From an optimization exercise on the open Yosys and OpenROAD flow, aimed at small area and a short achievable clock period; shortcuts taken in it are not production practice. Only simulation tests tie the RTL to the original design; equivalence was not proved.

==> flow/design.v (outline; a module is shown in full before it is edited, if it fits) <==
// module rotational_cordic: 3474 lines
module rotational_cordic (
  output logic data_out_rot,
  output logic [15:0] xprime,
  output logic [15:0] yprime,
  input logic [15:0] x,
  input logic [15:0] y,
  input logic [15:0] theta,
  input logic clk, reset, start
);
  // ...
==> flow/flow/run.sh <==
#!/bin/bash
set -euo pipefail
export BUFFER_PORTS_ARGS="-buffer_cell sky130_fd_sc_hd__buf_2"
export SETUP_SLACK_MARGIN=9.4
bash standard.sh finish > standard.log 2>&1
==> flow/standard.sh <==
#!/bin/bash
# synth_recipe.tcl (not shown) runs the flow's synth.tcl, then flattens the netlist and writes it again
# the make line also repeats each setting of config.mk as NAME=value (left out here)
make -C /OpenROAD-flow-scripts/flow DESIGN_CONFIG=/design/flow/config.mk WORK_HOME=/design/flow/orfs CLKGATE_MAP_FILE= SYNTH_SCRIPT=/design/flow/synth_recipe.tcl "${@:-finish}"
==> flow/config.mk <==
export PLATFORM = sky130hd
export DESIGN_NAME = rotational_cordic
export DESIGN_NICKNAME = rotational_cordic
export VERILOG_FILES = /design/flow/design.v
export SDC_FILE = /design/flow/constraint.sdc
export NUM_CORES = 4
export LEC_CHECK = 0
export CAP_MARGIN = 20
export CORE_MARGIN = 2
export CORE_UTILIZATION = 65
export CTS_CLUSTER_DIAMETER = 50
export CTS_CLUSTER_SIZE = 20
export SLEW_MARGIN = 20
==> flow/constraint.sdc <==
create_clock -name core_clock -period 13.0 [get_ports {clk}]
set_input_delay 2.6000 -clock core_clock [delete_from_list [all_inputs] [get_ports {clk}]]
set_output_delay 2.6000 -clock core_clock [all_outputs]
set_load 0.01 [all_outputs]
==> flow_summary.html, run 1 <==
<table>
<tr><th>Metric</th><th>Value</th></tr>
<tr><th colspan="2">Yosys</th></tr>
<tr><td>Post-synthesis sequential element count</td><td>835</td></tr>
<tr><td>Largest family of logic cells by synthesized area</td><td>adder cells</td></tr>
<tr><td>Post-synthesis area per instance</td><td>10.2 sq um</td></tr>
<tr><td>Mux share of post-synthesis cell area</td><td>0.674%</td></tr>
<tr><td>Seq/Total Area, Yosys</td><td>37.4%</td></tr>
<tr><th colspan="2">Layout</th></tr>
<tr><td>Cell class ranked first by area</td><td>multi-input combinational cells</td></tr>
<tr><td>Non-clock inverter total of the final layout</td><td>556</td></tr>
<tr><td>Number of diodes</td><td>0</td></tr>
<tr><td>Area occupied by multi-input gates</td><td>0.0260 sq mm</td></tr>
<tr><td>Final Instance Area</td><td>0.0499 sq mm</td></tr>
<tr><td>Multi-input combinational cell count</td><td>2963</td></tr>
<tr><td>Synthesis-to-finish area growth</td><td>11.0%</td></tr>
<tr><td>Core Util, Final</td><td>72.8%</td></tr>
<tr><td>Nets</td><td>5319</td></tr>
<tr><th colspan="2">STA</th></tr>
<tr><td>Unrepaired setup endpoints after global routing</td><td>true</td></tr>
<tr><td>Final Skew</td><td>28.1 ps</td></tr>
<tr><td>Max_slew headroom</td><td>32.7%</td></tr>
<tr><td>Aggregate negative setup slack</td><td>0 ps</td></tr>
<tr><th colspan="2">Worst hold path</th></tr>
<tr><td>Startpoint of the most critical hold path</td><td>t0[1]</td></tr>
<tr><td>Hold endpoint</td><td>t1[1]</td></tr>
<tr><th colspan="2">Drt</th></tr>
<tr><td>Post-DRT Antenna Nets</td><td>0</td></tr>
<tr><td>Detailed-routing wirelength on met1</td><td>36700 um</td></tr>
<tr><td>Routed wire length</td><td>78400 um</td></tr>
<tr><td>Total via count in the routed design</td><td>28379</td></tr>
<tr><td>Drt initial violations</td><td>1008</td></tr>
<tr><td>Highest layer used for signal routing</td><td>met4</td></tr>
<tr><th colspan="2">Die</th></tr>
<tr><td>Cell row count</td><td>96</td></tr>
<tr><th colspan="2">Clock tree</th></tr>
<tr><td>Clock sink total</td><td>835</td></tr>
<tr><td>CTS tree</td><td>built</td></tr>
<tr><td>Clock latency on the worst-skew pair</td><td>640 ps</td></tr>
<tr><th colspan="2">GRT</th></tr>
<tr><td>Most congested layer reported by global routing</td><td>met2</td></tr>
<tr><td>GRT met1 Usage</td><td>29.3%</td></tr>
<tr><td>Maximum number of pins on one net before global-route repair</td><td>42</td></tr>
<tr><th colspan="2">Setup path</th></tr>
<tr><td>Largest stage delay on the critical path</td><td>350 ps</td></tr>
<tr><td>Register-to-register setup slack</td><td>9470 ps</td></tr>
<tr><td>Timing endpoint of the critical path</td><td>data_out_rot</td></tr>
<tr><td>Worst reg2reg endpoint</td><td>x15[16]</td></tr>
<tr><td>Worst path top cell family by delay</td><td>flip-flops</td></tr>
<tr><th colspan="2">Outcome</th></tr>
<tr><td>Result of the run</td><td>finished clean</td></tr>
</table>
==> run 2: changes to the inputs <==
--- a/flow/config.mk
+++ b/flow/config.mk
@@ -8,6 +8,7 @@
 export CAP_MARGIN = 20
 export CORE_MARGIN = 2
 export CORE_UTILIZATION = 65
-export CTS_CLUSTER_DIAMETER = 50
-export CTS_CLUSTER_SIZE = 20
+export CTS_BUF_LIST = sky130_fd_sc_hd__clkbuf_8 sky130_fd_sc_hd__clkbuf_16
+export CTS_CLUSTER_DIAMETER = 60
+export CTS_CLUSTER_SIZE = 25
 export SLEW_MARGIN = 20
==> run 2 against run 1 <==
Final cell count down 0.87%. Register-to-register slack got worse by 30 ps. Largest cell class unchanged. Via count is 0.76% lower.
==> flow_summary.html, run 2 <==
<table>
<tr><th>Metric</th><th>Value</th></tr>
<tr><th colspan="2">GRT</th></tr>
<tr><td>Wire length of the first global-routing pass</td><td>133000 um</td></tr>
<tr><td>Initial antenna violation count</td><td>0</td></tr>
<tr><td>Via count of the first global-routing pass</td><td>28207</td></tr>
<tr><td>Global router's overall resource usage</td><td>22.5%</td></tr>
<tr><td>Maximum number of pins on one net before global-route repair</td><td>42 (unchanged)</td></tr>
<tr><td>Congestion Overflow GR</td><td>0</td></tr>
<tr><th colspan="2">STA</th></tr>
<tr><td>Aggregate negative setup slack</td><td>0 ps (unchanged)</td></tr>
<tr><td>Worst hold slack after final layout</td><td>321 ps</td></tr>
<tr><td>Max Clk Rate</td><td>0.268 GHz</td></tr>
<tr><td>Count of final setup violators</td><td>0</td></tr>
<tr><td>Final count of hold timing violations</td><td>0</td></tr>
<tr><td>Period Utilization, post-route</td><td>28.7%</td></tr>
<tr><td>Slack of the critical path</td><td>9270 ps</td></tr>
<tr><td>Actual transition at the worst max-transition pin</td><td>1030 ps</td></tr>
<tr><td>Final Skew</td><td>30.5 ps (+2.45 ps)</td></tr>
<tr><td>Max_slew headroom</td><td>31.4% (-1.3 points)</td></tr>
<tr><td>Min Tclk post-route</td><td>3730 ps</td></tr>
<tr><td>Max Transition Viols Final</td><td>0</td></tr>
<tr><td>Unrepaired setup endpoints after global routing</td><td>true</td></tr>
<tr><th colspan="2">Die</th></tr>
<tr><td>Top-level I/O count</td><td>84</td></tr>
<tr><td>Die X</td><td>267 um</td></tr>
<tr><td>Chip height</td><td>267 um</td></tr>
<tr><td>Starting Density</td><td>65.5%</td></tr>
<tr><td>Die area</td><td>0.0713 sq mm</td></tr>
<tr><td>Placeable Area</td><td>0.0686 sq mm</td></tr>
<tr><td>Cell row count</td><td>96 (unchanged)</td></tr>
<tr><th colspan="2">Layout</th></tr>
<tr><td>Number of diodes</td><td>0 (unchanged)</td></tr>
<tr><td>Synthesis-to-finish area growth</td><td>9.13%</td></tr>
<tr><td>Nets</td><td>5293 (-0.49%)</td></tr>
<tr><td>Final Instance Area</td><td>0.0491 sq mm (-1.7%)</td></tr>
<tr><td>Fill cells</td><td>5256</td></tr>
<tr><td>Area occupied by multi-input gates</td><td>0.0261 sq mm (+0.31%)</td></tr>
<tr><td>Fraction of layout instances using a drive strength above 1</td><td>6.78%</td></tr>
<tr><td>Core Util, Final</td><td>71.5% (-1.3 points)</td></tr>
<tr><td>Cell Count, Final, Fillers Out</td><td>5500</td></tr>
<tr><td>Area used by sequential logic in the layout</td><td>0.0169 sq mm</td></tr>
<tr><td>Most used cells in the layout excluding fill and tap cells</td><td>dfxtp_1 (785), inv_1 (558), ha_1 (509)</td></tr>
<tr><td>Commonest non-fill, non-tap cell in the layout</td><td>dfxtp_1</td></tr>
<tr><th colspan="2">Setup path</th></tr>
<tr><td>Required @ worst endpoint</td><td>10400 ps</td></tr>
<tr><td>Crit start category</td><td>flop</td></tr>
<tr><td>Worst path top cell family by delay</td><td>flip-flops</td></tr>
<tr><td>Cells along the critical path</td><td>buf_2</td></tr>
<tr><td>Worst reg2reg endpoint</td><td>x15[16]</td></tr>
<tr><td>Depth of the worst register-to-register path</td><td>14</td></tr>
<tr><td>Reg-to-reg critical path startpoint</td><td>t14[1]</td></tr>
<tr><td>Number of buffer and inverter instances along the worst setup path</td><td>1</td></tr>
<tr><td>Slowest stage cell, crit path</td><td>dfrtp_1</td></tr>
<tr><td>Critical path class</td><td>flop to primary output</td></tr>
<tr><td>Critical path arrival</td><td>1130 ps</td></tr>
<tr><td>Largest stage delay on the critical path</td><td>360 ps (about the same)</td></tr>
<tr><td>Sort of element at the end of the critical path</td><td>primary output</td></tr>
<tr><td>Register-to-register setup slack</td><td>9440 ps (-30 ps)</td></tr>
<tr><td>Max Fanout on Critical Path</td><td>1</td></tr>
<tr><th colspan="2">Clock tree</th></tr>
<tr><td>Clock-pin slew on the worst setup and hold paths</td><td>90 ps</td></tr>
<tr><td>CTS tree</td><td>built</td></tr>
<tr><td>Root buffer cell</td><td>clkbuf_16</td></tr>
<tr><td>Max Root-Sink Buffers</td><td>3</td></tr>
<tr><td>CTS H-tree depth</td><td>2</td></tr>
<tr><td>Clock latency on the worst-skew pair</td><td>650 ps (about the same)</td></tr>
<tr><td>TritonCTS buffer count</td><td>61</td></tr>
<tr><td>Clock sink total</td><td>835 (unchanged)</td></tr>
<tr><td>Number of buffers inserted by hold repair at cts</td><td>0</td></tr>
<tr><th colspan="2">Drt</th></tr>
<tr><td>Total via count in the routed design</td><td>28162 (-0.76%)</td></tr>
<tr><td>Post-DRT Antenna Nets</td><td>0 (unchanged)</td></tr>
<tr><td>Routed wire length</td><td>77800 um (-0.79%)</td></tr>
<tr><td>Drt initial violations</td><td>1004 (-0.40%)</td></tr>
<tr><td>DR DRC count</td><td>0</td></tr>
<tr><td>First-pass detailed-route iteration total</td><td>5</td></tr>
<tr><td>Drt via density</td><td>5.12</td></tr>
<tr><td>Wire length per cell after detailed routing</td><td>14.1 um</td></tr>
<tr><th colspan="2">Worst hold path</th></tr>
<tr><td>Startpoint of the most critical hold path</td><td>t8[5]</td></tr>
<tr><td>Hold endpoint</td><td>t9[5]</td></tr>
<tr><td>Worst Hold Class</td><td>flop to flop</td></tr>
<tr><td>Hold path cells</td><td>0</td></tr>
<tr><th colspan="2">Placement</th></tr>
<tr><td>Number of instances in the placed design</td><td>5374</td></tr>
<tr><td>Sum of net half-perimeters after detailed placement</td><td>61000 um</td></tr>
<tr><td>Post-placement worst setup slack</td><td>9000 ps</td></tr>
<tr><td>Final weighted congestion of routability-driven global placement</td><td>0.843</td></tr>
<tr><td>Instance area after placement</td><td>0.0464 sq mm</td></tr>
<tr><td>Number of I/O port buffers</td><td>83</td></tr>
<tr><th colspan="2">Yosys</th></tr>
<tr><td>Syn. warnings</td><td>1</td></tr>
<tr><td>Seq/Total Area, Yosys</td><td>37.4% (unchanged)</td></tr>
<tr><td>Share of synthesized flip-flops with an asynchronous set or reset</td><td>2.28%</td></tr>
<tr><td>Cell types with the highest counts after synthesis</td><td>dfxtp_1 (816), inv_1 (556), ha_1 (511), xnor2_1 (455), xor2_1 (327)</td></tr>
<tr><td>Biggest area contributors in the synthesized netlist</td><td>dfxtp_1 (36%), ha_1 (14%), fa_1 (9.6%)</td></tr>
<tr><td>Distinct cell type count after synthesis</td><td>69</td></tr>
<tr><td>Main synth FF type</td><td>dfxtp_1</td></tr>
<tr><td>Post-synthesis area per instance</td><td>10.2 sq um (unchanged)</td></tr>
<tr><td>Synthesized cell area</td><td>0.0450 sq mm</td></tr>
<tr><td>Number of synthesized flops with an enable pin</td><td>0</td></tr>
<tr><td>Post-synthesis sequential element count</td><td>835 (unchanged)</td></tr>
<tr><td>Most area-hungry cell type in the Yosys netlist</td><td>dfxtp_1</td></tr>
<tr><td>Post-Synthesis Cells</td><td>4412</td></tr>
<tr><td>Total nets after synthesis</td><td>5189</td></tr>
<tr><td>Fraction of synthesized cell area taken by the top area cell type</td><td>36.3%</td></tr>
<tr><td>Leading cell type by number of instances after synthesis</td><td>dfxtp_1</td></tr>
<tr><th colspan="2">Flow run</th></tr>
<tr><td>Number of max-cap violations</td><td>0</td></tr>
<tr><th colspan="2">Outcome</th></tr>
<tr><td>Result of the run</td><td>finished clean</td></tr>
</table>
[run 2: per-layer routing]
| layer | vias up | track usage, % | wire length [um] |
|---|---|---|---|
| met3 | 87 | 2.61 | 2030 |
| met2 | 213 | 39.9 | 37800 |
| met1 | 13210 | 29.3 | 36600 |
| li1 | 14652 | - | - |
| met4 | 0 | 4.92 | 1320 |
| met5 | - | 0 | 0 |
[run 2: cell type report]
| cell class | instances | share of cell area (%) |
|---|---|---|
| multi-input cells | 2963 | 53.2 |
| inverters | 556 | 4.26 |
| flip-flops and latches | 835 | 34.4 |
| well taps | 931 | 2.37 |
| clock buffers | 67 | 3.35 |
| clock inverters | 49 | 1.24 |
| repair buffers | 99 | 1.23 |
[run 2: timing repair]
item,in CTS,in global routing
setup buffers,7,3
resized for setup,8,83
pin swaps,0,4
setup endpoints to repair,48,95
[run 2: how the worst max path moves through the flow]
stage	startpoint	endpoint	depth (start not counted)
after floorplan	t14[1]	x15[16]	15
after global placement	t10[5]	y11[16]	16
after detailed placement	t10[5]	y11[16]	16
after CTS	v18	data_out_rot	1
after global routing	v18	data_out_rot	1
final	v18	data_out_rot	1
[run 2: cell families (layout without fill, tap and decap cells)]
family / count (synthesis) / after routing / share of synthesized area, %
compound gates: 687 / 687 / 9.57
xor+xnor: 783 / 783 / 15.3
fa+ha+maj: 726 / 726 / 23.8
buf+inv: 614 / 771 / 5.13
flops: 835 / 835 / 37.4
mux: 29 / 29 / 0.673
simple gates: 738 / 738 / 8.17
==> run 3: changes to the inputs <==
--- a/flow/config.mk
+++ b/flow/config.mk
@@ -7,8 +7,7 @@
 export LEC_CHECK = 0
 export CAP_MARGIN = 20
 export CORE_MARGIN = 2
-export CORE_UTILIZATION = 65
-export CTS_BUF_LIST = sky130_fd_sc_hd__clkbuf_8 sky130_fd_sc_hd__clkbuf_16
+export CORE_UTILIZATION = 75
 export CTS_CLUSTER_DIAMETER = 60
 export CTS_CLUSTER_SIZE = 25
 export SLEW_MARGIN = 20
==> run 3 against run 2 <==
Non-clock buffer count rose by 5. Critical path type unchanged. Still clean. Utilization increased by 10 points. Setup slack worse by 12 ps. Via count rose by 2.2%. Die area fell by 13%. Critical endpoint unchanged. Design area is 1.2% lower. Area after synthesis unchanged.
==> flow_summary.html, run 3 <==
<table>
<tr><th>Metric</th><th>Value</th></tr>
<tr><th colspan="2">STA</th></tr>
<tr><td>Final Skew</td><td>28.8 ps (-1.77 ps)</td></tr>
<tr><td>Final count of hold timing violations</td><td>0 (unchanged)</td></tr>
<tr><td>Min Tclk post-route</td><td>3740 ps (+12.4 ps)</td></tr>
<tr><td>Max Clk Rate</td><td>0.267 GHz (-0.33%)</td></tr>
<tr><td>Aggregate negative setup slack</td><td>0 ps (unchanged)</td></tr>
<tr><td>Actual transition at the worst max-transition pin</td><td>1010 ps (-21.8 ps)</td></tr>
<tr><td>Max Transition Viols Final</td><td>0 (unchanged)</td></tr>
<tr><td>Period Utilization, post-route</td><td>28.8% (+0.096 points)</td></tr>
<tr><td>Unrepaired setup endpoints after global routing</td><td>true</td></tr>
<tr><td>Count of final setup violators</td><td>0 (unchanged)</td></tr>
<tr><td>Max_slew headroom</td><td>32.8% (+1.5 points)</td></tr>
<tr><th colspan="2">Drt</th></tr>
<tr><td>First-pass detailed-route iteration total</td><td>5 (unchanged)</td></tr>
<tr><td>Drt via density</td><td>5.40 (+5.5%)</td></tr>
<tr><td>Drt initial violations</td><td>1343 (+34%)</td></tr>
<tr><td>DR DRC count</td><td>0 (unchanged)</td></tr>
<tr><td>Total via count in the routed design</td><td>28778 (+2.2%)</td></tr>
<tr><td>Post-DRT Antenna Nets</td><td>0 (unchanged)</td></tr>
<tr><td>Wire length per cell after detailed routing</td><td>15.0 um (+6.3%)</td></tr>
<tr><td>Routed wire length</td><td>80100 um (+3.0%)</td></tr>
<tr><th colspan="2">Clock tree</th></tr>
<tr><td>Clock-pin slew on the worst setup and hold paths</td><td>90 ps (about the same)</td></tr>
<tr><td>Root buffer cell</td><td>clkbuf_16</td></tr>
<tr><td>Clock sink total</td><td>835 (unchanged)</td></tr>
<tr><td>Number of buffers inserted by hold repair at cts</td><td>0 (unchanged)</td></tr>
<tr><td>TritonCTS buffer count</td><td>53 (-13%)</td></tr>
<tr><td>CTS H-tree depth</td><td>2 (unchanged)</td></tr>
<tr><td>Max Root-Sink Buffers</td><td>3 (unchanged)</td></tr>
<tr><td>CTS tree</td><td>built</td></tr>
<tr><td>Clock latency on the worst-skew pair</td><td>630 ps (-20 ps)</td></tr>
<tr><th colspan="2">Setup path</th></tr>
<tr><td>Cells along the critical path</td><td>buf_2</td></tr>
<tr><td>Largest stage delay on the critical path</td><td>380 ps (+20 ps)</td></tr>
<tr><td>Number of buffer and inverter instances along the worst setup path</td><td>1 (unchanged)</td></tr>
<tr><td>Critical path class</td><td>flop to primary output</td></tr>
<tr><td>Worst path top cell family by delay</td><td>flip-flops</td></tr>
<tr><td>Crit start category</td><td>flop</td></tr>
<tr><td>Number of stages on the worst setup path</td><td>1 (unchanged)</td></tr>
<tr><td>Depth of the worst register-to-register path</td><td>14 (unchanged)</td></tr>
<tr><td>Critical path arrival</td><td>1140 ps (about the same)</td></tr>
<tr><td>Slowest stage cell, crit path</td><td>dfrtp_1</td></tr>
<tr><td>Required @ worst endpoint</td><td>10400 ps (about the same)</td></tr>
<tr><td>Max Fanout on Critical Path</td><td>1 (unchanged)</td></tr>
<tr><td>Sort of element at the end of the critical path</td><td>primary output</td></tr>
<tr><th colspan="2">Worst hold path</th></tr>
<tr><td>Hold path cells</td><td>0 (unchanged)</td></tr>
<tr><td>Worst Hold Class</td><td>flop to flop</td></tr>
<tr><th colspan="2">Yosys</th></tr>
<tr><td>Biggest area contributors in the synthesized netlist</td><td>dfxtp_1 (36%), ha_1 (14%), fa_1 (9.6%)</td></tr>
<tr><td>Post-synthesis area per instance</td><td>10.2 sq um (unchanged)</td></tr>
<tr><td>Seq/Total Area, Yosys</td><td>37.4% (unchanged)</td></tr>
<tr><td>Fraction of synthesized cell area taken by the top area cell type</td><td>36.3% (unchanged)</td></tr>
<tr><td>Main synth FF type</td><td>dfxtp_1</td></tr>
<tr><td>Syn. warnings</td><td>1 (unchanged)</td></tr>
<tr><td>Leading cell type by number of instances after synthesis</td><td>dfxtp_1</td></tr>
<tr><td>Share of synthesized flip-flops with an asynchronous set or reset</td><td>2.28% (unchanged)</td></tr>
<tr><td>Number of synthesized flops with an enable pin</td><td>0 (unchanged)</td></tr>
<tr><td>Total nets after synthesis</td><td>5189 (unchanged)</td></tr>
<tr><td>Distinct cell type count after synthesis</td><td>69 (unchanged)</td></tr>
<tr><td>Most area-hungry cell type in the Yosys netlist</td><td>dfxtp_1</td></tr>
<tr><td>Post-Synthesis Cells</td><td>4412 (unchanged)</td></tr>
<tr><td>Cell types with the highest counts after synthesis</td><td>dfxtp_1 (816), inv_1 (556), ha_1 (511), xnor2_1 (455), xor2_1 (327)</td></tr>
<tr><td>Synthesized cell area</td><td>0.0450 sq mm (unchanged)</td></tr>
<tr><td>Post-synthesis sequential element count</td><td>835 (unchanged)</td></tr>
<tr><th colspan="2">Placement</th></tr>
<tr><td>Instance area after placement</td><td>0.0462 sq mm (-0.43%)</td></tr>
<tr><td>Final weighted congestion of routability-driven global placement</td><td>0.893 (+5.9%)</td></tr>
<tr><td>Number of I/O port buffers</td><td>83 (unchanged)</td></tr>
<tr><td>Sum of net half-perimeters after detailed placement</td><td>61700 um (+1.2%)</td></tr>
<tr><th colspan="2">Die</th></tr>
<tr><td>Die X</td><td>249 um (-6.8%)</td></tr>
<tr><td>Top-level I/O count</td><td>84 (unchanged)</td></tr>
<tr><td>Chip height</td><td>249 um (-6.8%)</td></tr>
<tr><td>Starting Density</td><td>76.0% (+10 points)</td></tr>
<tr><td>Die area</td><td>0.0619 sq mm (-13%)</td></tr>
<tr><td>Placeable Area</td><td>0.0591 sq mm (-14%)</td></tr>
<tr><td>Cell row count</td><td>89 (-7.3%)</td></tr>
<tr><th colspan="2">GRT</th></tr>
<tr><td>Via count of the first global-routing pass</td><td>29377 (+4.1%)</td></tr>
<tr><td>Initial antenna violation count</td><td>0 (unchanged)</td></tr>
<tr><td>Maximum number of pins on one net before global-route repair</td><td>42 (unchanged)</td></tr>
<tr><td>Global router's overall resource usage</td><td>26.2% (+3.8 points)</td></tr>
<tr><td>Wire length of the first global-routing pass</td><td>136000 um (+3.0%)</td></tr>
<tr><td>Congestion Overflow GR</td><td>0 (unchanged)</td></tr>
<tr><th colspan="2">Layout</th></tr>
<tr><td>Final Instance Area</td><td>0.0485 sq mm (-1.2%)</td></tr>
<tr><td>Core Util, Final</td><td>82.0% (+10 points)</td></tr>
<tr><td>Most used cells in the layout excluding fill and tap cells</td><td>dfxtp_1 (788), inv_1 (555), ha_1 (510)</td></tr>
<tr><td>Synthesis-to-finish area growth</td><td>7.80%</td></tr>
<tr><td>Number of diodes</td><td>0 (unchanged)</td></tr>
<tr><td>Nets</td><td>5290 (-0.057%)</td></tr>
<tr><td>Fraction of layout instances using a drive strength above 1</td><td>6.21% (-0.57 points)</td></tr>
<tr><td>Commonest non-fill, non-tap cell in the layout</td><td>dfxtp_1</td></tr>
<tr><th colspan="2">Flow run</th></tr>
<tr><td>Number of max-cap violations</td><td>0 (unchanged)</td></tr>
<tr><th colspan="2">Outcome</th></tr>
<tr><td>Result of the run</td><td>finished clean</td></tr>
</table>
[run 3: path summary, 6_finish.rpt]
kind | startpoint | to | slack [ps]
max | v18 | data_out_rot | 9260
min | t11[2] | t12[2] | 330
max reg2reg | t14[1] | x15[16] | 9430
min reg2reg | t11[2] | t12[2] | 330
max in group asynchronous | reset | v1 | 10430
min in group asynchronous | reset | v15 | 2090
[run 3: stage by stage]
step	hold slack [ps]	worst slack, ps	cells
floorplan	310	9450	4412
global placement	310	9100	5216
global route	329	9180	5327
finish	328	9260	5327
CTS	328	9220	5315
detailed placement	312	9010	5216
[run 3: layout make-up]
class / count / area (sq um)
multi-input combinational: 2963 / 26000
sequential: 835 / 16900
fill: 3715 / 10700
inverter: 556 / 2090
clock buffer: 57 / 1390
tap: 773 / 967
timing repair buffer: 104 / 624
clock inverter: 39 / 508
[run 3: kinds of logic (layout without fill, tap and decap cells)]
logic type                 Yosys count  count (layout)  share of synthesized area [%]
AOI/OAI and AO/OA                  687             687                           9.57
xor gates and xnor gates           783             783                           15.3
adders and majority gates          726             726                           23.8
buffers and inverters              614             756                           5.13
DFF                                835             835                           37.4
muxes                               29              29                          0.673
and+or+nand+nor                    738             738                           8.17
[run 3: routing by layer]
| metal | up-vias | track usage (%) | share of wire [%] |
|---|---|---|---|
| met1 | 13745 | 33.2 | 45 |
| met5 | - | 0 | 0 |
| met4 | 0 | 6.35 | 2.1 |
| met2 | 291 | 48.0 | 50 |
| li1 | 14628 | - | - |
| met3 | 114 | 2.66 | 2.3 |
[run 3: timing repair]
| action | CTS | global route |
|---|---|---|
| setup buffers | 3 | 12 |
| endpoints found under the hold margin | 0 | 0 |
| setup endpoints to repair | 50 | 94 |
| pin swaps | 0 | 6 |
| resized for setup | 13 | 62 |
==> run 4: changes to the inputs <==
--- a/flow/config.mk
+++ b/flow/config.mk
@@ -7,7 +7,8 @@
 export LEC_CHECK = 0
 export CAP_MARGIN = 20
 export CORE_MARGIN = 2
-export CORE_UTILIZATION = 75
+export CORE_UTILIZATION = 65
 export CTS_CLUSTER_DIAMETER = 60
 export CTS_CLUSTER_SIZE = 25
+export PLACE_DENSITY = 0.85
 export SLEW_MARGIN = 20
==> run 4 against run 3 <==
Clock-buffer cell count is 2 higher. Critical path depth did not move. Area after synthesis unchanged. Via count increased by 1.3%. Utilization fell by 11 points. Synthesized cell count unchanged. Register-to-register slack about the same. Sequential cell count stayed put. Highest routed layer unchanged.
==> flow_summary.html, run 4 <==
<table>
<tr><th>Metric</th><th>Value</th></tr>
<tr><th colspan="2">Outcome</th></tr>
<tr><td>Result of the run</td><td>finished clean</td></tr>
<tr><th colspan="2">Drt</th></tr>
<tr><td>Wire length per cell after detailed routing</td><td>14.7 um (-2.2%)</td></tr>
<tr><td>Drt initial violations</td><td>1475 (+9.8%)</td></tr>
<tr><td>DR DRC count</td><td>0 (unchanged)</td></tr>
<tr><td>First-pass detailed-route iteration total</td><td>6 (+1)</td></tr>
<tr><td>Post-DRT Antenna Nets</td><td>0 (unchanged)</td></tr>
<tr><td>Drt via density</td><td>5.31 (-1.7%)</td></tr>
<tr><td>Total via count in the routed design</td><td>29145 (+1.3%)</td></tr>
<tr><td>Routed wire length</td><td>80700 um (+0.81%)</td></tr>
<tr><th colspan="2">Worst hold path</th></tr>
<tr><td>Startpoint of the most critical hold path</td><td>t7[7]</td></tr>
<tr><td>Worst Hold Class</td><td>flop to flop</td></tr>
<tr><td>Hold path cells</td><td>0 (unchanged)</td></tr>
<tr><th colspan="2">Setup path</th></tr>
<tr><td>Critical path class</td><td>flop to primary output</td></tr>
<tr><td>Slowest stage cell, crit path</td><td>dfrtp_1</td></tr>
<tr><td>Cells along the critical path</td><td>buf_2</td></tr>
<tr><td>Depth of the worst register-to-register path</td><td>14 (unchanged)</td></tr>
<tr><td>Crit start category</td><td>flop</td></tr>
<tr><td>Worst path top cell family by delay</td><td>flip-flops</td></tr>
<tr><td>Number of stages on the worst setup path</td><td>1 (unchanged)</td></tr>
<tr><td>Reg-to-reg critical path startpoint</td><td>t14[1]</td></tr>
<tr><td>Worst reg2reg endpoint</td><td>x15[16]</td></tr>
<tr><td>Max Fanout on Critical Path</td><td>1 (unchanged)</td></tr>
<tr><td>Register-to-register setup slack</td><td>9430 ps (about the same)</td></tr>
<tr><td>Critical path arrival</td><td>1130 ps (about the same)</td></tr>
<tr><td>Sort of element at the end of the critical path</td><td>primary output</td></tr>
<tr><td>Largest stage delay on the critical path</td><td>360 ps (-20 ps)</td></tr>
<tr><td>Required @ worst endpoint</td><td>10400 ps (about the same)</td></tr>
<tr><td>Timing endpoint of the critical path</td><td>data_out_rot</td></tr>
<tr><td>Worst setup path start</td><td>v18</td></tr>
<tr><td>Number of buffer and inverter instances along the worst setup path</td><td>1 (unchanged)</td></tr>
<tr><th colspan="2">STA</th></tr>
<tr><td>Unrepaired setup endpoints after global routing</td><td>true</td></tr>
<tr><td>Max_slew headroom</td><td>34.4% (+1.5 points)</td></tr>
<tr><td>Max Transition Viols Final</td><td>0 (unchanged)</td></tr>
<tr><td>Max Clk Rate</td><td>0.268 GHz (+0.23%)</td></tr>
<tr><td>Actual transition at the worst max-transition pin</td><td>983 ps (-24.2 ps)</td></tr>
<tr><td>Slack of the critical path</td><td>9270 ps (+8.43 ps)</td></tr>
<tr><td>Min Tclk post-route</td><td>3730 ps (-8.43 ps)</td></tr>
<tr><td>Worst hold slack after final layout</td><td>309 ps (-19.6 ps)</td></tr>
<tr><td>Final Skew</td><td>38.5 ps (+9.76 ps)</td></tr>
<tr><td>Aggregate negative setup slack</td><td>0 ps (unchanged)</td></tr>
<tr><td>Period Utilization, post-route</td><td>28.7% (-0.065 points)</td></tr>
<tr><td>Final count of hold timing violations</td><td>0 (unchanged)</td></tr>
<tr><td>Count of final setup violators</td><td>0 (unchanged)</td></tr>
<tr><th colspan="2">Yosys</th></tr>
<tr><td>Leading cell type by number of instances after synthesis</td><td>dfxtp_1</td></tr>
<tr><td>Cell types with the highest counts after synthesis</td><td>dfxtp_1 (816), inv_1 (556), ha_1 (511), xnor2_1 (455), xor2_1 (327)</td></tr>
<tr><td>Syn. warnings</td><td>1 (unchanged)</td></tr>
<tr><td>Seq/Total Area, Yosys</td><td>37.4% (unchanged)</td></tr>
<tr><td>Total nets after synthesis</td><td>5189 (unchanged)</td></tr>
<tr><td>Main synth FF type</td><td>dfxtp_1</td></tr>
<tr><td>Share of synthesized flip-flops with an asynchronous set or reset</td><td>2.28% (unchanged)</td></tr>
<tr><td>Distinct cell type count after synthesis</td><td>69 (unchanged)</td></tr>
<tr><td>Post-synthesis sequential element count</td><td>835 (unchanged)</td></tr>
<tr><td>Biggest area contributors in the synthesized netlist</td><td>dfxtp_1 (36%), ha_1 (14%), fa_1 (9.6%)</td></tr>
<tr><td>Post-Synthesis Cells</td><td>4412 (unchanged)</td></tr>
<tr><td>Post-synthesis area per instance</td><td>10.2 sq um (unchanged)</td></tr>
<tr><td>Most area-hungry cell type in the Yosys netlist</td><td>dfxtp_1</td></tr>
<tr><td>Fraction of synthesized cell area taken by the top area cell type</td><td>36.3% (unchanged)</td></tr>
<tr><td>Number of synthesized flops with an enable pin</td><td>0 (unchanged)</td></tr>
<tr><td>Synthesized cell area</td><td>0.0450 sq mm (unchanged)</td></tr>
<tr><th colspan="2">Layout</th></tr>
<tr><td>Commonest non-fill, non-tap cell in the layout</td><td>dfxtp_1</td></tr>
<tr><td>Synthesis-to-finish area growth</td><td>8.89%</td></tr>
<tr><td>Core Util, Final</td><td>71.4% (-11 points)</td></tr>
<tr><td>Nets</td><td>5287 (-0.057%)</td></tr>
<tr><td>Most used cells in the layout excluding fill and tap cells</td><td>dfxtp_1 (781), inv_1 (555), ha_1 (510)</td></tr>
<tr><td>Cell Count, Final, Fillers Out</td><td>5489 (+3.0%)</td></tr>
<tr><td>Final Instance Area</td><td>0.0490 sq mm (+1.0%)</td></tr>
<tr><td>Number of diodes</td><td>0 (unchanged)</td></tr>
<tr><td>Fraction of layout instances using a drive strength above 1</td><td>6.69% (+0.48 points)</td></tr>
<tr><th colspan="2">GRT</th></tr>
<tr><td>Maximum number of pins on one net before global-route repair</td><td>42 (unchanged)</td></tr>
<tr><td>Initial antenna violation count</td><td>0 (unchanged)</td></tr>
<tr><td>Congestion Overflow GR</td><td>0 (unchanged)</td></tr>
<tr><td>Via count of the first global-routing pass</td><td>30848 (+5.0%)</td></tr>
<tr><td>Wire length of the first global-routing pass</td><td>139000 um (+1.8%)</td></tr>
<tr><td>Global router's overall resource usage</td><td>23.4% (-2.9 points)</td></tr>
<tr><th colspan="2">Clock tree</th></tr>
<tr><td>CTS H-tree depth</td><td>2 (unchanged)</td></tr>
<tr><td>Root buffer cell</td><td>clkbuf_16</td></tr>
<tr><td>Max Root-Sink Buffers</td><td>3 (unchanged)</td></tr>
<tr><td>Clock-pin slew on the worst setup and hold paths</td><td>90 ps (about the same)</td></tr>
<tr><td>Clock sink total</td><td>835 (unchanged)</td></tr>
<tr><td>Clock latency on the worst-skew pair</td><td>660 ps (+30 ps)</td></tr>
<tr><td>TritonCTS buffer count</td><td>56 (+5.7%)</td></tr>
<tr><td>CTS tree</td><td>built</td></tr>
<tr><th colspan="2">Placement</th></tr>
<tr><td>Post-placement worst setup slack</td><td>9020 ps (+15.7 ps)</td></tr>
<tr><td>Final weighted congestion of routability-driven global placement</td><td>0.884 (-0.94%)</td></tr>
<tr><td>Number of I/O port buffers</td><td>83 (unchanged)</td></tr>
<tr><td>Instance area after placement</td><td>0.0464 sq mm (+0.41%)</td></tr>
<tr><td>Sum of net half-perimeters after detailed placement</td><td>61600 um (-0.27%)</td></tr>
<tr><td>Number of instances in the placed design</td><td>5373 (+3.0%)</td></tr>
<tr><th colspan="2">Die</th></tr>
<tr><td>Chip height</td><td>267 um (+7.3%)</td></tr>
<tr><td>Die area</td><td>0.0713 sq mm (+15%)</td></tr>
<tr><td>Die X</td><td>267 um (+7.3%)</td></tr>
<tr><td>Starting Density</td><td>65.5% (-10 points)</td></tr>
<tr><td>Placeable Area</td><td>0.0686 sq mm (+16%)</td></tr>
<tr><td>Cell row count</td><td>96 (+7.9%)</td></tr>
<tr><td>Top-level I/O count</td><td>84 (unchanged)</td></tr>
<tr><th colspan="2">Flow run</th></tr>
<tr><td>Number of max-cap violations</td><td>0 (unchanged)</td></tr>
</table>
-- run 4: area by class of cell --
cell class | count | area [sq um]
Inverter | 556 | 2090
Fill cell | 4694 | 19600
Clock buffer | 59 | 1430
Multi-Input combinational cell | 2963 | 26100
Tap cell | 931 | 1160
Timing Repair Buffer | 98 | 586
Clock inverter | 47 | 697
Sequential cell | 835 | 16900
-- run 4: cell families (layout without fill, tap and decap cells) --
| kind of cell | after synthesis | in the layout | synth area share [%] |
|---|---|---|---|
| compound gates | 687 | 687 | 9.57 |
| flops | 835 | 835 | 37.4 |
| fa+ha+maj | 726 | 726 | 23.8 |
| simple gates | 738 | 738 | 8.17 |
| mux | 29 | 29 | 0.673 |
| buf+inv | 614 | 760 | 5.13 |
| xor+xnor | 783 | 783 | 15.3 |
-- run 4: metal layers --
layer	track usage, %	vias up	wire length, um
li1	-	14639	-
met1	26.4	13969	33200
met2	45.4	372	43000
met3	2.90	165	2220
met4	7.05	0	2280
met5	0	-	0
-- run 4: worst min-delay path by stage --
stage | slack [ps] | to
6_report | 310 | t8[7]
5_1_grt | 310 | t8[7]
4_1_cts | 310 | t8[7]
3_5_place_dp | 310 | t10[2]
3_3_place_gp | 310 | t7[0]
2_1_floorplan | 310 | t10[0]
-- run 4: what timing repair did --
item	in CTS	in global routing
pin swaps	0	3
gates resized for setup	19	82
buffers inserted	8	2
endpoints found under the setup margin	55	79
hold buffers	0	0
gates cloned	0	0
==> run 5: changes to the inputs <==
--- a/flow/config.mk
+++ b/flow/config.mk
@@ -10,5 +10,4 @@
 export CORE_UTILIZATION = 65
 export CTS_CLUSTER_DIAMETER = 60
 export CTS_CLUSTER_SIZE = 25
-export PLACE_DENSITY = 0.85
 export SLEW_MARGIN = 20
==> run 5 against run 4 <==
Non-clock buffer count grew 1. First-iteration DRC count shrank 30%. Still clean. Synthesized cell count is the same. Sequential share of layout area shrank 0.11 points. Wire length shrank 3.7%. Final cell count grew 0.20%. Sequential cell count is the same. Maximum frequency grew 0.11%. Register-to-register slack is essentially flat.
==> flow_summary.html, run 5 <==
<table>
<tr><th>Metric</th><th>Value</th></tr>
<tr><th colspan="2">Clock tree</th></tr>
<tr><td>Clock latency on the worst-skew pair</td><td>650 ps (about the same)</td></tr>
<tr><td>Number of buffers inserted by hold repair at cts</td><td>0 (unchanged)</td></tr>
<tr><td>CTS H-tree depth</td><td>2 (unchanged)</td></tr>
<tr><td>Clock sink total</td><td>835 (unchanged)</td></tr>
<tr><td>Clock-pin slew on the worst setup and hold paths</td><td>90 ps (about the same)</td></tr>
<tr><td>TritonCTS buffer count</td><td>61 (+8.9%)</td></tr>
<tr><td>CTS tree</td><td>built</td></tr>
<tr><td>Root buffer cell</td><td>clkbuf_16</td></tr>
<tr><td>Max Root-Sink Buffers</td><td>3 (unchanged)</td></tr>
<tr><th colspan="2">Setup path</th></tr>
<tr><td>Largest stage delay on the critical path</td><td>360 ps (about the same)</td></tr>
<tr><td>Cells along the critical path</td><td>buf_2</td></tr>
<tr><td>Number of buffer and inverter instances along the worst setup path</td><td>1 (unchanged)</td></tr>
<tr><td>Crit start category</td><td>flop</td></tr>
<tr><td>Sort of element at the end of the critical path</td><td>primary output</td></tr>
<tr><td>Max Fanout on Critical Path</td><td>1 (unchanged)</td></tr>
<tr><td>Critical path class</td><td>flop to primary output</td></tr>
<tr><td>Slowest stage cell, crit path</td><td>dfrtp_1</td></tr>
<tr><td>Required @ worst endpoint</td><td>10400 ps (about the same)</td></tr>
<tr><td>Critical path arrival</td><td>1130 ps (about the same)</td></tr>
<tr><td>Worst path top cell family by delay</td><td>flip-flops</td></tr>
<tr><th colspan="2">Die</th></tr>
<tr><td>Die X</td><td>267 um (unchanged)</td></tr>
<tr><td>Placeable Area</td><td>0.0686 sq mm (unchanged)</td></tr>
<tr><td>Cell row count</td><td>96 (unchanged)</td></tr>
<tr><td>Top-level I/O count</td><td>84 (unchanged)</td></tr>
<tr><td>Chip height</td><td>267 um (unchanged)</td></tr>
<tr><td>Die area</td><td>0.0713 sq mm (unchanged)</td></tr>
<tr><td>Starting Density</td><td>65.5% (unchanged)</td></tr>
<tr><th colspan="2">Yosys</th></tr>
<tr><td>Leading cell type by number of instances after synthesis</td><td>dfxtp_1</td></tr>
<tr><td>Post-synthesis area per instance</td><td>10.2 sq um (unchanged)</td></tr>
<tr><td>Synthesized cell area</td><td>0.0450 sq mm (unchanged)</td></tr>
<tr><td>Total nets after synthesis</td><td>5189 (unchanged)</td></tr>
<tr><td>Biggest area contributors in the synthesized netlist</td><td>dfxtp_1 (36%), ha_1 (14%), fa_1 (9.6%)</td></tr>
<tr><td>Share of synthesized flip-flops with an asynchronous set or reset</td><td>2.28% (unchanged)</td></tr>
<tr><td>Post-synthesis sequential element count</td><td>835 (unchanged)</td></tr>
<tr><td>Distinct cell type count after synthesis</td><td>69 (unchanged)</td></tr>
<tr><td>Syn. warnings</td><td>1 (unchanged)</td></tr>
<tr><td>Fraction of synthesized cell area taken by the top area cell type</td><td>36.3% (unchanged)</td></tr>
<tr><td>Cell types with the highest counts after synthesis</td><td>dfxtp_1 (816), inv_1 (556), ha_1 (511), xnor2_1 (455), xor2_1 (327)</td></tr>
<tr><td>Most area-hungry cell type in the Yosys netlist</td><td>dfxtp_1</td></tr>
<tr><td>Main synth FF type</td><td>dfxtp_1</td></tr>
<tr><td>Number of synthesized flops with an enable pin</td><td>0 (unchanged)</td></tr>
<tr><td>Post-Synthesis Cells</td><td>4412 (unchanged)</td></tr>
<tr><td>Seq/Total Area, Yosys</td><td>37.4% (unchanged)</td></tr>
<tr><th colspan="2">STA</th></tr>
<tr><td>Min Tclk post-route</td><td>3730 ps (-3.92 ps)</td></tr>
<tr><td>Aggregate negative setup slack</td><td>0 ps (unchanged)</td></tr>
<tr><td>Max Transition Viols Final</td><td>0 (unchanged)</td></tr>
<tr><td>Period Utilization, post-route</td><td>28.7% (-0.030 points)</td></tr>
<tr><td>Max Clk Rate</td><td>0.268 GHz (+0.11%)</td></tr>
<tr><td>Final count of hold timing violations</td><td>0 (unchanged)</td></tr>
<tr><td>Count of final setup violators</td><td>0 (unchanged)</td></tr>
<tr><td>Actual transition at the worst max-transition pin</td><td>1030 ps (+42.5 ps)</td></tr>
<tr><td>Unrepaired setup endpoints after global routing</td><td>true</td></tr>
<tr><td>Final Skew</td><td>30.3 ps (-8.24 ps)</td></tr>
<tr><td>Max_slew headroom</td><td>31.6% (-2.7 points)</td></tr>
<tr><th colspan="2">Outcome</th></tr>
<tr><td>Result of the run</td><td>finished clean</td></tr>
<tr><th colspan="2">GRT</th></tr>
<tr><td>Global router's overall resource usage</td><td>22.5% (-0.90 points)</td></tr>
<tr><td>Congestion Overflow GR</td><td>0 (unchanged)</td></tr>
<tr><td>Via count of the first global-routing pass</td><td>28205 (-8.6%)</td></tr>
<tr><td>Maximum number of pins on one net before global-route repair</td><td>42 (unchanged)</td></tr>
<tr><td>Initial antenna violation count</td><td>0 (unchanged)</td></tr>
<tr><td>Wire length of the first global-routing pass</td><td>133000 um (-4.6%)</td></tr>
<tr><th colspan="2">Layout</th></tr>
<tr><td>Area used by sequential logic in the layout</td><td>0.0169 sq mm (about the same)</td></tr>
<tr><td>Fill cells</td><td>5256 (+12%)</td></tr>
<tr><td>Area occupied by multi-input gates</td><td>0.0261 sq mm (about the same)</td></tr>
<tr><td>Commonest non-fill, non-tap cell in the layout</td><td>dfxtp_1</td></tr>
<tr><td>Number of diodes</td><td>0 (unchanged)</td></tr>
<tr><td>Fraction of layout instances using a drive strength above 1</td><td>6.78% (+0.093 points)</td></tr>
<tr><td>Most used cells in the layout excluding fill and tap cells</td><td>dfxtp_1 (785), inv_1 (555), ha_1 (509)</td></tr>
<tr><td>Core Util, Final</td><td>71.5% (+0.15 points)</td></tr>
<tr><td>Final Instance Area</td><td>0.0491 sq mm (+0.22%)</td></tr>
<tr><td>Synthesis-to-finish area growth</td><td>9.13%</td></tr>
<tr><td>Nets</td><td>5293 (+0.11%)</td></tr>
<tr><th colspan="2">Drt</th></tr>
<tr><td>Detailed-routed wire length on met2</td><td>37800 um (-12%)</td></tr>
<tr><td>Highest layer used for signal routing</td><td>met4</td></tr>
<tr><td>Post-DRT Antenna Nets</td><td>0 (unchanged)</td></tr>
<tr><td>Wire length per cell after detailed routing</td><td>14.1 um (-3.9%)</td></tr>
<tr><td>First-pass detailed-route iteration total</td><td>7 (+1)</td></tr>
<tr><td>Total via count in the routed design</td><td>28182 (-3.3%)</td></tr>
<tr><td>Routed wire length</td><td>77700 um (-3.7%)</td></tr>
<tr><td>Met3 WL</td><td>2160 um (-2.9%)</td></tr>
<tr><td>DR DRC count</td><td>0 (unchanged)</td></tr>
<tr><td>Detailed-routing wirelength on met1</td><td>36400 um (+9.6%)</td></tr>
<tr><td>Drt initial violations</td><td>1038 (-30%)</td></tr>
<tr><td>Drt via density</td><td>5.12 (-3.5%)</td></tr>
<tr><th colspan="2">Worst hold path</th></tr>
<tr><td>Worst Hold Class</td><td>flop to flop</td></tr>
<tr><th colspan="2">Placement</th></tr>
<tr><td>Instance area after placement</td><td>0.0464 sq mm (about the same)</td></tr>
<tr><td>Final weighted congestion of routability-driven global placement</td><td>0.843 (-4.7%)</td></tr>
<tr><td>Sum of net half-perimeters after detailed placement</td><td>61000 um (-0.94%)</td></tr>
<tr><td>Number of I/O port buffers</td><td>83 (unchanged)</td></tr>
<tr><th colspan="2">Flow run</th></tr>
<tr><td>Number of max-cap violations</td><td>0 (unchanged)</td></tr>
</table>
-- run 5: cell counts after synthesis --
Identical to the previous run, type by type.
-- run 5: cells by family (layout without fill, tap and decap cells) --
group           after synthesis  after routing  synth area share [%]
compound gates              687            687                  9.57
mux                          29             29                 0.673
flops                       835            835                  37.4
simple gates                738            738                  8.17
fa+ha+maj                   726            726                  23.8
xor+xnor                    783            783                  15.3
buf+inv                     614            771                  5.13
-- run 5: timing repair --
action / CTS / global route
hold endpoints to repair: 0 / 0
gates resized for setup: 8 / 83
pin swaps: 0 / 4
setup buffers: 7 / 3
setup endpoints to repair: 48 / 95
-- run 5: metal layers --
| metal | global-route usage (%) | up-vias |
|---|---|---|
| met1 | 29.3 | 13206 |
| met5 | 0 | - |
| met2 | 39.9 | 234 |
| met4 | 4.92 | 0 |
| li1 | - | 14655 |
| met3 | 2.61 | 87 |
-- run 5: area by class of cell --
type                            count  share of cell area (%)
Multi-Input combinational cell   2963                    53.2
Sequential cell                   835                    34.4
Inverter                          556                    4.26
Clock buffer                       70                    3.37
Tap cell                          931                    2.37
Timing Repair Buffer               99                    1.23
Clock inverter                     46                    1.21
-- run 5: path summary, 6_finish.rpt --
kind,from,to,slack [ps],depth (start not counted)
max in group asynchronous,reset,v0,10510,2
max,v18,data_out_rot,9270,1
min in group asynchronous,reset,v18,2050,2
min,t8[5],t9[5],320,0
max reg2reg,t14[1],x15[16],9440,14
min reg2reg,t8[5],t9[5],320,0
-- run 5: metrics by stage --
step                std cells  hold slack, ps  setup WS, ps
finish                   5500             321          9270
global route             5500             336          9220
CTS                      5497             314          9220
detailed placement       5374             314          9000
global placement         5374             310          9080
floorplan                4412             310          9450
==> run 6: changes to the inputs <==
--- a/flow/config.mk
+++ b/flow/config.mk
@@ -7,7 +7,7 @@
 export LEC_CHECK = 0
 export CAP_MARGIN = 20
 export CORE_MARGIN = 2
-export CORE_UTILIZATION = 65
-export CTS_CLUSTER_DIAMETER = 60
-export CTS_CLUSTER_SIZE = 25
+export CORE_UTILIZATION = 75
+export CTS_CLUSTER_DIAMETER = 80
+export CTS_CLUSTER_SIZE = 35
 export SLEW_MARGIN = 20
==> run 6 against run 5 <==
Wire length rose by 1.6%. Utilization is 9.5 points higher. Non-clock buffer count rose by 4. Via count increased by 1.3%. Critical path depth unchanged. Design area down 2.3%. Setup slack worse by 25 ps. Worst hold slack better by 1.5 ps. Synthesized cell count stayed put. Global-route usage increased by 3.4 points. Critical endpoint unchanged. Largest cell class unchanged.
==> flow_summary.html, run 6 <==
<table>
<tr><th>Metric</th><th>Value</th></tr>
<tr><th colspan="2">Outcome</th></tr>
<tr><td>Result of the run</td><td>finished clean</td></tr>
<tr><th colspan="2">Worst hold path</th></tr>
<tr><td>Worst Hold Class</td><td>flop to flop</td></tr>
<tr><td>Hold endpoint</td><td>t9[3]</td></tr>
<tr><td>Startpoint of the most critical hold path</td><td>t8[3]</td></tr>
<tr><td>Hold path cells</td><td>0 (unchanged)</td></tr>
<tr><th colspan="2">Yosys</th></tr>
<tr><td>Fraction of synthesized cell area taken by the top area cell type</td><td>36.3% (unchanged)</td></tr>
<tr><td>Biggest area contributors in the synthesized netlist</td><td>dfxtp_1 (36%), ha_1 (14%), fa_1 (9.6%)</td></tr>
<tr><td>Seq/Total Area, Yosys</td><td>37.4% (unchanged)</td></tr>
<tr><td>Distinct cell type count after synthesis</td><td>69 (unchanged)</td></tr>
<tr><td>Post-synthesis sequential element count</td><td>835 (unchanged)</td></tr>
<tr><td>Most area-hungry cell type in the Yosys netlist</td><td>dfxtp_1</td></tr>
<tr><td>Leading cell type by number of instances after synthesis</td><td>dfxtp_1</td></tr>
<tr><td>Post-Synthesis Cells</td><td>4412 (unchanged)</td></tr>
<tr><td>Main synth FF type</td><td>dfxtp_1</td></tr>
<tr><td>Share of synthesized flip-flops with an asynchronous set or reset</td><td>2.28% (unchanged)</td></tr>
<tr><td>Post-synthesis area per instance</td><td>10.2 sq um (unchanged)</td></tr>
<tr><td>Cell types with the highest counts after synthesis</td><td>dfxtp_1 (816), inv_1 (556), ha_1 (511), xnor2_1 (455), xor2_1 (327)</td></tr>
<tr><td>Number of synthesized flops with an enable pin</td><td>0 (unchanged)</td></tr>
<tr><td>Syn. warnings</td><td>1 (unchanged)</td></tr>
<tr><td>Synthesized cell area</td><td>0.0450 sq mm (unchanged)</td></tr>
<tr><td>Total nets after synthesis</td><td>5189 (unchanged)</td></tr>
<tr><th colspan="2">STA</th></tr>
<tr><td>Period Utilization, post-route</td><td>28.9% (+0.19 points)</td></tr>
<tr><td>Max Clk Rate</td><td>0.266 GHz (-0.66%)</td></tr>
<tr><td>Max_slew headroom</td><td>33.0% (+1.4 points)</td></tr>
<tr><td>Min Tclk post-route</td><td>3750 ps (+24.6 ps)</td></tr>
<tr><td>Max Transition Viols Final</td><td>0 (unchanged)</td></tr>
<tr><td>Actual transition at the worst max-transition pin</td><td>1010 ps (-20.3 ps)</td></tr>
<tr><td>Final Skew</td><td>28.6 ps (-1.72 ps)</td></tr>
<tr><td>Count of final setup violators</td><td>0 (unchanged)</td></tr>
<tr><td>Unrepaired setup endpoints after global routing</td><td>true</td></tr>
<tr><td>Final count of hold timing violations</td><td>0 (unchanged)</td></tr>
<tr><td>Aggregate negative setup slack</td><td>0 ps (unchanged)</td></tr>
<tr><th colspan="2">Drt</th></tr>
<tr><td>Routed wire length</td><td>79000 um (+1.6%)</td></tr>
<tr><td>Total via count in the routed design</td><td>28543 (+1.3%)</td></tr>
<tr><td>First-pass detailed-route iteration total</td><td>5 (-2)</td></tr>
<tr><td>Drt initial violations</td><td>1285 (+24%)</td></tr>
<tr><td>Drt via density</td><td>5.39 (+5.2%)</td></tr>
<tr><td>Post-DRT Antenna Nets</td><td>0 (unchanged)</td></tr>
<tr><td>DR DRC count</td><td>0 (unchanged)</td></tr>
<tr><td>Wire length per cell after detailed routing</td><td>14.9 um (+5.6%)</td></tr>
<tr><th colspan="2">GRT</th></tr>
<tr><td>Congestion Overflow GR</td><td>0 (unchanged)</td></tr>
<tr><td>Initial antenna violation count</td><td>0 (unchanged)</td></tr>
<tr><td>Maximum number of pins on one net before global-route repair</td><td>42 (unchanged)</td></tr>
<tr><td>Via count of the first global-routing pass</td><td>28942 (+2.6%)</td></tr>
<tr><td>Global router's overall resource usage</td><td>25.9% (+3.4 points)</td></tr>
<tr><td>Wire length of the first global-routing pass</td><td>134000 um (+1.4%)</td></tr>
<tr><th colspan="2">Placement</th></tr>
<tr><td>Sum of net half-perimeters after detailed placement</td><td>61700 um (+1.2%)</td></tr>
<tr><td>Number of I/O port buffers</td><td>83 (unchanged)</td></tr>
<tr><td>Instance area after placement</td><td>0.0462 sq mm (-0.43%)</td></tr>
<tr><td>Final weighted congestion of routability-driven global placement</td><td>0.893 (+5.9%)</td></tr>
<tr><td>Number of instances in the placed design</td><td>5216 (-2.9%)</td></tr>
<tr><th colspan="2">Setup path</th></tr>
<tr><td>Number of buffer and inverter instances along the worst setup path</td><td>1 (unchanged)</td></tr>
<tr><td>Slowest stage cell, crit path</td><td>dfrtp_1</td></tr>
<tr><td>Required @ worst endpoint</td><td>10400 ps (about the same)</td></tr>
<tr><td>Crit start category</td><td>flop</td></tr>
<tr><td>Critical path class</td><td>flop to primary output</td></tr>
<tr><td>Max Fanout on Critical Path</td><td>1 (unchanged)</td></tr>
<tr><td>Critical path arrival</td><td>1150 ps (+20 ps)</td></tr>
<tr><td>Sort of element at the end of the critical path</td><td>primary output</td></tr>
<tr><td>Depth of the worst register-to-register path</td><td>13 (-1)</td></tr>
<tr><td>Cells along the critical path</td><td>buf_6</td></tr>
<tr><td>Reg-to-reg critical path startpoint</td><td>y14[14]</td></tr>
<tr><td>Worst path top cell family by delay</td><td>flip-flops</td></tr>
<tr><td>Largest stage delay on the critical path</td><td>420 ps (+60 ps)</td></tr>
<tr><td>Register-to-register setup slack</td><td>9460 ps (+20 ps)</td></tr>
<tr><td>Worst reg2reg endpoint</td><td>x15[16]</td></tr>
<tr><th colspan="2">Layout</th></tr>
<tr><td>Number of diodes</td><td>0 (unchanged)</td></tr>
<tr><td>Cell Count, Final, Fillers Out</td><td>5294 (-3.7%)</td></tr>
<tr><td>Fraction of layout instances using a drive strength above 1</td><td>5.53% (-1.3 points)</td></tr>
<tr><td>Synthesis-to-finish area growth</td><td>6.57%</td></tr>
<tr><td>Nets</td><td>5273 (-0.38%)</td></tr>
<tr><td>Most used cells in the layout excluding fill and tap cells</td><td>dfxtp_1 (786), inv_1 (555), ha_1 (509)</td></tr>
<tr><td>Area used by sequential logic in the layout</td><td>0.0169 sq mm (about the same)</td></tr>
<tr><td>Final Instance Area</td><td>0.0479 sq mm (-2.3%)</td></tr>
<tr><td>Commonest non-fill, non-tap cell in the layout</td><td>dfxtp_1</td></tr>
<tr><td>Area occupied by multi-input gates</td><td>0.0260 sq mm (-0.30%)</td></tr>
<tr><td>Fill cells</td><td>3788 (-28%)</td></tr>
<tr><th colspan="2">Die</th></tr>
<tr><td>Die X</td><td>249 um (-6.8%)</td></tr>
<tr><td>Starting Density</td><td>76.0% (+10 points)</td></tr>
<tr><td>Die area</td><td>0.0619 sq mm (-13%)</td></tr>
<tr><td>Top-level I/O count</td><td>84 (unchanged)</td></tr>
<tr><td>Cell row count</td><td>89 (-7.3%)</td></tr>
<tr><td>Chip height</td><td>249 um (-6.8%)</td></tr>
<tr><td>Placeable Area</td><td>0.0591 sq mm (-14%)</td></tr>
<tr><th colspan="2">Clock tree</th></tr>
<tr><td>Clock sink total</td><td>835 (unchanged)</td></tr>
<tr><td>TritonCTS buffer count</td><td>37 (-39%)</td></tr>
<tr><td>Clock-pin slew on the worst setup and hold paths</td><td>110 ps (+20 ps)</td></tr>
<tr><td>CTS H-tree depth</td><td>2 (unchanged)</td></tr>
<tr><td>Clock latency on the worst-skew pair</td><td>610 ps (-40 ps)</td></tr>
<tr><td>Root buffer cell</td><td>clkbuf_16</td></tr>
<tr><td>CTS tree</td><td>built</td></tr>
<tr><td>Max Root-Sink Buffers</td><td>3 (unchanged)</td></tr>
<tr><th colspan="2">Flow run</th></tr>
<tr><td>Number of max-cap violations</td><td>0 (unchanged)</td></tr>
</table>
## run 6: cell counts after synthesis
Identical to the previous run, type by type.
## run 6: kinds of logic (layout without fill, tap and decap cells)
group           count (synthesis)  after routing  share of synthesized area (%)
simple gates                  738            738                           8.17
mux                            29             29                          0.673
fa+ha+maj                     726            726                           23.8
compound gates                687            687                           9.57
xor+xnor                      783            783                           15.3
flops                         835            835                           37.4
buf+inv                       614            723                           5.13
## run 6: area by class of cell
cell class,instances,share of cell area [%]
clock buffers,43,2.11
clock inverters,21,0.710
inverters,556,4.36
multi-input cells,2963,54.3
flip-flops and latches,835,35.2
well taps,773,2.02
repair buffers,103,1.31
## run 6: how the worst max path moves through the flow
stage                               to  cells after the start  slack [ps]   start
final                     data_out_rot                      1        9250     v18
after global routing      data_out_rot                      1        9210     v18
after CTS                 data_out_rot                      1        9220     v18
after detailed placement       y11[16]                     16        9010  t10[5]
after global placement         y11[16]                     16        9100  t10[5]
after floorplan                x15[16]                     15        9450  t14[1]
## run 6: what timing repair did
item | 4_1_cts | 5_1_grt
hold buffers | 0 | 0
gates cloned | 0 | 0
pin swaps | 0 | 5
resized for setup | 17 | 59
endpoints found under the setup margin | 50 | 95
buffers inserted | 4 | 10
## run 6: worst register-to-register path, delay by kind of cell, from the launching register on
kind / cells / cell delay (ps)
AOI/OAI and AO/OA: 2 / 380
adders and majority gates: 1 / 190
DFF: 1 / 460
xor gates and xnor gates: 1 / 120
buffers and inverters: 1 / 60
muxes: 2 / 680
and+or+nand+nor: 6 / 1530
## run 6: per-stage QoR
stage          worst slack (ps)  utilization, %  hold WS [ps]
2_1_floorplan              9450               -           310
4_1_cts                    9220            80.5           322
3_3_place_gp               9100            78.1           310
5_1_grt                    9210            81.0           323
6_report                   9250            81.0           322
3_5_place_dp               9010            78.1           312
## run 6: layer usage
layer  part of all wire (%)  track usage [%]  wire length [um]
met1                     45             33.1             35600
met2                     50             47.2             39500
met3                    2.7             2.62              2160
met4                    2.1             6.29              1700
met5                      0                0                 0
==> run 7: changes to the inputs <==
--- a/flow/config.mk
+++ b/flow/config.mk
@@ -8,6 +8,6 @@
 export CAP_MARGIN = 20
 export CORE_MARGIN = 2
 export CORE_UTILIZATION = 75
-export CTS_CLUSTER_DIAMETER = 80
-export CTS_CLUSTER_SIZE = 35
+export CTS_CLUSTER_DIAMETER = 130
+export CTS_CLUSTER_SIZE = 30
 export SLEW_MARGIN = 20
==> run 7 against run 6 <==
Clock skew shrank 11 ps. Still clean. Worst hold slack improved by 1.5 ps. Sequential cell count did not move. Synthesized cell count did not move.
==> flow_summary.html, run 7 <==
<table>
<tr><th>Metric</th><th>Value</th></tr>
<tr><th colspan="2">Outcome</th></tr>
<tr><td>Result of the run</td><td>finished clean</td></tr>
<tr><th colspan="2">Yosys</th></tr>
<tr><td>Seq/Total Area, Yosys</td><td>37.4% (unchanged)</td></tr>
<tr><td>Number of synthesized flops with an enable pin</td><td>0 (unchanged)</td></tr>
<tr><td>Distinct cell type count after synthesis</td><td>69 (unchanged)</td></tr>
<tr><td>Fraction of synthesized cell area taken by the top area cell type</td><td>36.3% (unchanged)</td></tr>
<tr><th colspan="2">Clock tree</th></tr>
<tr><td>Clock sink total</td><td>835 (unchanged)</td></tr>
<tr><td>Clock latency on the worst-skew pair</td><td>640 ps (+30 ps)</td></tr>
<tr><td>Clock-pin slew on the worst setup and hold paths</td><td>110 ps (about the same)</td></tr>
<tr><th colspan="2">Die</th></tr>
<tr><td>Top-level I/O count</td><td>84 (unchanged)</td></tr>
<tr><td>Starting Density</td><td>76.0% (unchanged)</td></tr>
<tr><th colspan="2">Layout</th></tr>
<tr><td>Fill cells</td><td>3931 (+3.8%)</td></tr>
<tr><td>Nets</td><td>5266 (-0.13%)</td></tr>
<tr><td>Core Util, Final</td><td>80.0% (-1.1 points)</td></tr>
<tr><td>Area used by sequential logic in the layout</td><td>0.0169 sq mm (about the same)</td></tr>
<tr><td>Cell Count, Final, Fillers Out</td><td>5264 (-0.57%)</td></tr>
<tr><th colspan="2">GRT</th></tr>
<tr><td>Met3 GRT Util</td><td>2.29% (-0.33 points)</td></tr>
<tr><td>GRT met1 Usage</td><td>32.6% (-0.46 points)</td></tr>
<tr><th colspan="2">STA</th></tr>
<tr><td>Min Tclk post-route</td><td>3740 ps (-15.3 ps)</td></tr>
<tr><td>Count of final setup violators</td><td>0 (unchanged)</td></tr>
<tr><th colspan="2">Drt</th></tr>
<tr><td>DR DRC count</td><td>0 (unchanged)</td></tr>
<tr><th colspan="2">Setup path</th></tr>
<tr><td>Number of buffer and inverter instances along the worst setup path</td><td>1 (unchanged)</td></tr>
<tr><td>Sort of element at the end of the critical path</td><td>primary output</td></tr>
</table>
[run 7: cell counts after synthesis]
Identical to the previous run, type by type.
[run 7: per-stage QoR]
stage / setup slack, ps
3_3_place_gp: 9100
2_1_floorplan: 9450
6_report: 9260
5_1_grt: 9220
3_5_place_dp: 9010
4_1_cts: 9220
[run 7: layout make-up]
class / instances / area share, %
multi-input cells: 2963 / 54.9
flip-flops and latches: 835 / 35.7
inverters: 556 / 4.42
well taps: 773 / 2.05
clock buffers: 34 / 1.66
repair buffers: 102 / 1.29
clock inverters: 1 / 0.0159
[run 7: logic make-up after synthesis]
group,synth area share [%]
DFF,37.4
xor gates and xnor gates,15.3
and+or+nand+nor,8.17
adders and majority gates,23.8
AOI/OAI and AO/OA,9.57
buffers and inverters,5.13
muxes,0.673
[run 7: what timing repair did]
| action | CTS | global route |
|---|---|---|
| setup buffers | 9 | 4 |
| endpoints found under the setup margin | 49 | 92 |
| pin swaps | 0 | 3 |
| resized for setup | 13 | 52 |
[run 7: layer usage]
layer | wire length [um] | part of all wire (%) | vias to the layer above
met5 | 0 | 0 | -
met4 | 1300 | 1.7 | 0
met3 | 2010 | 2.6 | 80
met2 | 39000 | 50 | 280
met1 | 35000 | 45 | 13501
li1 | - | - | 14525
[run 7: path summary, 6_finish.rpt]
check / startpoint / to / slack (ps) / cells after the start
max in group asynchronous: reset / v6 / 10460 / 2
worst max-delay path: v18 / data_out_rot / 9260 / 1
worst min register to register: t1[0] / t2[0] / 320 / 0
worst max register to register: t14[1] / x15[16] / 9450 / 14
min in group asynchronous: reset / v8 / 2070 / 2
worst min-delay path: t1[0] / t2[0] / 320 / 0

## what the ideal ports hide
The flow's constraints put no driver on any port. The routed layouts listed below were extracted and timed again, unchanged, in two steps.
Step 1: set_driving_cell puts a clkbuf_16 on clk and a buf_2 on each other input, an assumption about the parent block.
Step 2 also shifts input and output timing later by t, the mid clock arrival at the registers, as if the neighbouring blocks saw the same clock.
Slacks: no drivers / after step 1 / after step 2; pairs: no drivers / after step 1.
run	t (ns)	setup WS [ns]	hold WS [ns]	worst slew at a driven data input, ns
run 1	0.694	9.302 / 9.236 / 9.469	0.320 / 0.320 / 0.320	0.06
run 2	0.708	9.272 / 9.203 / 9.438	0.321 / 0.321 / 0.321	0.06
run 3	0.681	9.259 / 9.195 / 9.430	0.328 / 0.328 / 0.328	0.05
run 4	0.701	9.268 / 9.208 / 9.427	0.309 / 0.309 / 0.309	0.04
run 5	0.708	9.272 / 9.203 / 9.438	0.321 / 0.321 / 0.321	0.06
run 6	0.659	9.247 / 9.184 / 9.456	0.322 / 0.322 / 0.322	0.05
run 7	0.691	9.262 / 9.200 / 9.451	0.324 / 0.324 / 0.324	0.05
After both steps setup and hold are still met in every run listed.
